Context: an optimization exercise on an open-source flow, tuned for small area. The choices shown serve that exercise and are no tape-out recipe. At most, simulation tests tie the RTL to the original design; equivalence was not proved. The flow treats the clock pin as an ideal source, which a real chip does not have.

the reference run:
==> module bank_ctrl, before the edit <==
module bank_ctrl (input [2:0] s, input [3:0] o, input [2:0] act, input vld, input nz0, input nz1, input nz2,
    input [6:0] tn, input [1:0] dk, input [2:0] st,
    output reg [2:0] act_d, output sel0, output sel1, output sel2, output en0, output en1, output en2,
    output dn, output ld_n, output [6:0] tn_d, output [1:0] dk_d, output [2:0] st_d);
always @(*) begin
    case (s)
        3'b001: act_d = 3'd1;
        3'b010: act_d = 3'd2;
        3'b100: act_d = 3'd3;
        3'b000: case (o)
            4'b0001: act_d = 3'd4;
            4'b0010: act_d = 3'd5;
            4'b0100: act_d = 3'd7;
            4'b1000: act_d = 3'd6;
            default: act_d = 3'd0;
        endcase
        default: act_d = 3'd0;
    endcase
end
wire S0 = (act == 3'd1);
wire S1 = (act == 3'd2);
wire S2 = (act == 3'd3);
wire O1 = (act == 3'd4);
wire O2 = (act == 3'd5);
wire O3 = (act == 3'd7);
wire O4 = (act == 3'd6);
wire isS = S0 | S1 | S2;
assign sel0 = S0 | ((O1 | O4) & nz0) | (O3 & ~nz2 & nz0);
assign sel1 = S1 | (O1 & ~nz0 & nz1) | (O2 & nz1) | (O3 & ~nz2 & ~nz0 & nz1);
assign sel2 = S2 | (O1 & ~nz0 & ~nz1 & nz2) | (O2 & ~nz1 & nz2) | (O3 & nz2) | (O4 & ~nz0 & nz2);
assign en0 = sel0 | ~vld;
assign en1 = sel1 | ~vld;
assign en2 = sel2 | ~vld;
assign dn = act[2];
assign ld_n = ~isS;
wire found = act[2] & (sel0 | sel1 | sel2);
assign tn_d = tn + found;
assign dk_d = O1 ? 2'd0 : O2 ? 2'd1 : O3 ? 2'd2 : dk;
assign st_d = isS ? {S2, S1, S0} : st;
endmodule
clock: 5.0 ns
lec_check: 0
cap_margin: 0
core_margin: 2
core_utilization: 40
gpl_timing_driven: 0
slew_margin: 0
synth_hierarchical: 1
synth_minimum_keep_size: 0
standard.sh (not shown) runs the stock make flow with config.mk's settings and CLKGATE_MAP_FILE= SYNTH_SCRIPT=/design/flow/synth_recipe.tcl, a recipe that flattens the netlist after the stock synthesis.
==> flow/flow/run.sh <==
#!/bin/bash
# The standard ORFS layout (standard.sh) with these changes:
#  - the port buffers are sky130_fd_sc_hd__buf_1 cells;
#  - the clock is buffered by flow/clkbuf.tcl before CTS: a root buffer on
#    the clock port drives one buffer per group of registers (2 x 2 groups
#    of equal size). The clock net then has a single sink and
#    clock_tree_synthesis leaves it as it is. After CTS, flow/clkinv.tcl
#    turns the root and group buffers into inverters (two inversions, so
#    the registers keep the clock's polarity);
#  - no dummy clock loads;
#  - after synthesis, flow/downsize.tcl gives each gate its smallest drive
#    strength, and the buffers synthesis added are removed; the repairs
#    size up what the layout needs;
#  - after CTS (flow/post_cts.tcl), flow/shrink.tcl gives each gate the smallest drive strength
#    that keeps the slew, capacitance and fanout limits and some setup slack.
# make's output goes to flow_make.log; each ORFS step logs to orfs/logs.
set -euo pipefail
here=$(pwd)
export BUFFER_PORTS_ARGS="-buffer_cell sky130_fd_sc_hd__buf_1"
export PRE_CTS_TCL="$here/flow/clkbuf.tcl"
export CTS_ARGS="-clk_nets clk -dont_use_dummy_load -buf_list sky130_fd_sc_hd__clkbuf_16"
export PRE_FLOORPLAN_TCL="$here/flow/downsize.tcl"
export REMOVE_ABC_BUFFERS=1
export POST_CTS_TCL="$here/flow/post_cts.tcl"
export SHRINK_SETUP_MARGIN=0.1
export CLKROOT_CELL=sky130_fd_sc_hd__clkbuf_4
export CLKLEAF_CELL=sky130_fd_sc_hd__clkbuf_8
export CLKROOT_INV=sky130_fd_sc_hd__inv_2
export CLKLEAF_INV=sky130_fd_sc_hd__inv_8
export CLK_COLS=2
export CLK_ROWS=2
bash standard.sh > flow_make.log 2>&1
Other scripts of this flow, unchanged in this note and not shown: flow/flow/clkbuf.tcl, flow/flow/clkinv.tcl, flow/flow/downsize.tcl, flow/flow/post_cts.tcl, flow/flow/shrink.tcl
#### Input delta (the trial run over the reference run)
==> flow/design.v, changed modules only <==
module bank_ctrl (input [2:0] s, input [3:0] o, input [2:0] act, input vld, input nz0, input nz1, input nz2,
    input [6:0] tn, input [1:0] dk, input [2:0] st,
    output reg [2:0] act_d, output sel0, output sel1, output sel2, output en0, output en1, output en2,
    output dn, output ld_n, output [6:0] tn_d, output [1:0] dk_d, output [2:0] st_d);
always @(*) begin
    case (s)
        3'b001: act_d = 3'd1;
        3'b010: act_d = 3'd3;
        3'b100: act_d = 3'd2;
        3'b000: case (o)
            4'b0001: act_d = 3'd7;
            4'b0010: act_d = 3'd5;
            4'b0100: act_d = 3'd4;
            4'b1000: act_d = 3'd6;
            default: act_d = 3'd0;
        endcase
        default: act_d = 3'd0;
    endcase
end
wire S0 = (act == 3'd1);
wire S1 = (act == 3'd3);
wire S2 = (act == 3'd2);
wire O1 = (act == 3'd7);
wire O2 = (act == 3'd5);
wire O3 = (act == 3'd4);
wire O4 = (act == 3'd6);
wire isS = S0 | S1 | S2;
assign sel0 = S0 | ((O1 | O4) & nz0) | (O3 & ~nz2 & nz0);
assign sel1 = S1 | (O1 & ~nz0 & nz1) | (O2 & nz1) | (O3 & ~nz2 & ~nz0 & nz1);
assign sel2 = S2 | (O1 & ~nz0 & ~nz1 & nz2) | (O2 & ~nz1 & nz2) | (O3 & nz2) | (O4 & ~nz0 & nz2);
assign en0 = sel0 | ~vld;
assign en1 = sel1 | ~vld;
assign en2 = sel2 | ~vld;
assign dn = act[2];
assign ld_n = ~isS;
wire found = act[2] & (sel0 | sel1 | sel2);
assign tn_d = tn + found;
assign dk_d = O1 ? 2'd0 : O2 ? 2'd1 : O3 ? 2'd2 : dk;
assign st_d = isS ? {S2, S1, S0} : st;
endmodule
## What came out
Core utilization delta for the trial run relative to the reference run: 0.29 points higher
Compared with the reference run, in the trial run multi-input combinational gate total went up; xor and xnor area share after synthesis went up by 0.26 points; setup slack of the worst register-to-register path lower.
| worst hold slack | the trial run vs the reference run | better |
Maximum cell stage delay along the critical path, the reference run and the trial run: larger value in the trial run
Cmp the trial run vs the reference run: setup slack lower in the trial run
The number of design-rule violations left by the first detailed-router iteration of the trial run is higher than that of the reference run.
Diff the reference run and the trial run: post-layout instance area higher in the trial run
In the trial run, via count of the first global-routing pass is lower than in the reference run.
No functional check of the RTL was part of the trial run.

## static timing again, ports no longer ideal
The flow's constraints put no driver on any port. The routed layouts listed below were extracted and timed again, unchanged, in two steps. Step 1 assumes that a clkbuf_16 drives the clock port and a buf_2 every other input. Step 2 moves the port delays by t, midway between the first and last clock arrival at a register: inputs arrive t later, outputs are due t later. That takes back most of the time a late clock gives input paths. Slacks: ideal / step 1 / step 2; pairs: ideal / step 1.
| run | t, ns | slack for setup (ns) | latest minus earliest clock arrival (ns) | cell pins on the clock port's net |
|---|---|---|---|---|
| the reference run | 0.337 | 0.603 / 0.603 / 0.603 | 0.006 / 0.007 | 1 |
| the trial run | 0.337 | 0.363 / 0.363 / 0.363 | 0.011 / 0.010 | 1 |
After both steps setup and hold are still met in every run listed.
